What follows belongs to an exercise in optimizing a design on an open flow for small area, a short achievable clock period and few clock cycles; a production flow would make more cautious choices.
Function was checked by simulation only, so behaviour that the tests miss may differ from the original.
Power is estimated from default activity; no workload was simulated.

## maple
Design parameterized_fft, start of the top module:
module parameterized_fft #(
    parameter DATA_WIDTH = 16,
    parameter FFT_POINTS = 8,
    parameter LOG2_FFT_POINTS = $clog2(FFT_POINTS)
)(
    input wire clk,
    input wire rst_n,
    input wire start,
    input wire [DATA_WIDTH-1:0] data_in_real,
    input wire [DATA_WIDTH-1:0] data_in_imag,
    input wire data_valid_in,
    output reg data_ready,
    output wire [(DATA_WIDTH*FFT_POINTS)-1:0] data_out_real,
    output wire [(DATA_WIDTH*FFT_POINTS)-1:0] data_out_imag,
    output reg data_valid_out,
    output reg busy
);
Size: about 3300 cells after synthesis, about 320 flip-flops, roughly 300 I/O pins, about 0.030 sq mm of cells after synthesis.
clock: 25.0 ns
lec_check: 0
cap_margin: 20
core_margin: 2
core_utilization: 40
slew_margin: 20
standard.sh (not shown) runs the stock make flow with config.mk's settings and CLKGATE_MAP_FILE= SYNTH_SCRIPT=/design/flow/synth_recipe.tcl, a recipe that flattens the netlist after the stock synthesis.
==> flow/flow/run.sh <==
#!/bin/bash
# Layout flow: the standard ORFS flow (standard.sh, unchanged synthesis,
# floorplan, power grid, placement, CTS and routing), with two settings:
#  - the port buffers are sky130_fd_sc_hd__buf_2 cells (every input and
#    output port still gets its own buffer);
#  - timing repair (after CTS and after global routing) aims at a setup
#    slack of MARGIN ns under the unchanged 25 ns clock, so it upsizes and
#    buffers the longest paths instead of stopping at slack 0.
# The full make output goes to flow.log; each ORFS step also writes its own
# log under orfs/logs/.
set -euo pipefail
MARGIN=18.5
bash standard.sh \
  SETUP_SLACK_MARGIN=$MARGIN \
  "BUFFER_PORTS_ARGS=-buffer_cell sky130_fd_sc_hd__buf_2" \
  finish > flow.log 2>&1
Testbench counts of maple, summed over its fixed seeds: cycles 4,808.
### maple -> birch
diff --git a/flow/design.v b/flow/design.v
--- a/flow/design.v
+++ b/flow/design.v
@@ -212,25 +212,27 @@
         ({16{(k2 | k3)}} & v2r) |
         ({16{k5}} & v1r) |
         ({16{ld1}} & xr);
     wire wei3 = pre1 | k2 | k3 | k5 | ld1 | k4;
     wire [15:0] wdi3 =
         ({16{pre1}} & u1i) |
         ({16{(k2 | k3)}} & v2i) |
         ({16{k5}} & v1i) |
         ({16{ld1}} & xi) |
         ({16{k4}} & ty);
     wire wer4 = pre2 | k1 | k2 | k4;
-    wire [15:0] wdr4 = u2r;
+    wire [15:0] wdr4 =
+        ({16{(pre2 | k1 | k2 | k4)}} & u2r);
     wire wei4 = pre2 | k1 | k2 | k4;
-    wire [15:0] wdi4 = u2i;
+    wire [15:0] wdi4 =
+        ({16{(pre2 | k1 | k2 | k4)}} & u2i);
     wire wer5 = pre2 | k3 | k6 | k5;
     wire [15:0] wdr5 =
         ({16{pre2}} & u1r) |
         ({16{k3}} & v1r) |
         ({16{k6}} & v2r) |
         ({16{k5}} & tx);
     wire wei5 = pre2 | k3 | k6 | k4 | k5;
     wire [15:0] wdi5 =
         ({16{pre2}} & u1i) |
         ({16{k3}} & v1i) |
         ({16{k6}} & v2i) |
@@ -250,29 +252,29 @@
     wire [15:0] wdr7 =
         ({16{(k1 | k5)}} & v2r) |
         ({16{ld3}} & xr);
     wire wei7 = k1 | k5 | ld3;
     wire [15:0] wdi7 =
         ({16{(k1 | k5)}} & v2i) |
         ({16{ld3}} & xi);
     always @(posedge clk) begin
         if (k3) begin
             h5r <= vs1r[16]; h5i <= vs1i[16]; h7r <= vs2r[16]; h7i <= vs2i[16];
         end
-        if (wer0) sr[0] <= wdr0;
-        if (wei0) si[0] <= wdi0;
-        if (wer1) sr[1] <= wdr1;
-        if (wei1) si[1] <= wdi1;
-        if (wer2) sr[2] <= wdr2;
-        if (wei2) si[2] <= wdi2;
-        if (wer3) sr[3] <= wdr3;
-        if (wei3) si[3] <= wdi3;
-        if (wer4) sr[4] <= wdr4;
-        if (wei4) si[4] <= wdi4;
-        if (wer5) sr[5] <= wdr5;
-        if (wei5) si[5] <= wdi5;
-        if (wer6) sr[6] <= wdr6;
-        if (wei6) si[6] <= wdi6;
-        if (wer7) sr[7] <= wdr7;
-        if (wei7) si[7] <= wdi7;
+        sr[0] <= wdr0 | ({16{~wer0}} & sr[0]);
+        si[0] <= wdi0 | ({16{~wei0}} & si[0]);
+        sr[1] <= wdr1 | ({16{~wer1}} & sr[1]);
+        si[1] <= wdi1 | ({16{~wei1}} & si[1]);
+        sr[2] <= wdr2 | ({16{~wer2}} & sr[2]);
+        si[2] <= wdi2 | ({16{~wei2}} & si[2]);
+        sr[3] <= wdr3 | ({16{~wer3}} & sr[3]);
+        si[3] <= wdi3 | ({16{~wei3}} & si[3]);
+        sr[4] <= wdr4 | ({16{~wer4}} & sr[4]);
+        si[4] <= wdi4 | ({16{~wei4}} & si[4]);
+        sr[5] <= wdr5 | ({16{~wer5}} & sr[5]);
+        si[5] <= wdi5 | ({16{~wei5}} & si[5]);
+        sr[6] <= wdr6 | ({16{~wer6}} & sr[6]);
+        si[6] <= wdi6 | ({16{~wei6}} & si[6]);
+        sr[7] <= wdr7 | ({16{~wer7}} & sr[7]);
+        si[7] <= wdi7 | ({16{~wei7}} & si[7]);
     end
 endmodule
### Flow results
From maple to birch the numbers moved as follows: final setup skew fell by 0.0066 ns, sequential fraction of the synthesis area fell by 6.7 points, detail-routed via count per cell rose by 0.070.
Wire length of the first global-routing pass came out higher on birch than on maple.
Global-route usage ended up 1.4 points higher on birch than on maple.
Looking at layout clock buffer count, birch sits about 2% higher than maple does.
Clock buffer and inverter area fraction after layout, maple and birch: higher on birch
Diff maple -> birch | clock network power share | decrease of 11 points
As far as clock net sink count goes, birch and maple are indistinguishable; the numbers are identical.
The run showing the smaller number of buffers other than clock buffers in the final layout is birch.
maple reports its cell with the largest stage delay on the worst path as edfxtp_1 while birch reports dfxtp_1.
Testbench counts of birch, summed over its fixed seeds: cycles 4,808.

==> static timing again, ports no longer ideal <==
The results above use ideal ports. As a check the final layouts listed here were re-extracted and re-timed, cells and wires unchanged.
Step 1: set_driving_cell puts a clkbuf_16 on clk and a buf_2 on each other input, an assumption about the parent block.
Step 2 adds t to the input delays and takes it off the output delays; t is the mean of the earliest and latest rising clock arrival at the registers after step 1. Input paths then give back, and output paths get back, about the clock's delay inside the block.
a / b / c = ideal / step 1 / step 2; a / b = the first two.
run | t (ns) | setup WS [ns] | latest minus earliest clock arrival (ns) | slew at the worst register clock pin (ns) | worst slew at a driven data input, ns
maple | 0.663 | 18.409 / 18.344 / 18.600 | 0.038 / 0.038 | 0.07 / 0.07 | 0.04
birch | 0.635 | 18.409 / 18.345 / 18.472 | 0.031 / 0.031 | 0.07 / 0.07 | 0.05
After both steps setup and hold are still met in every run listed.
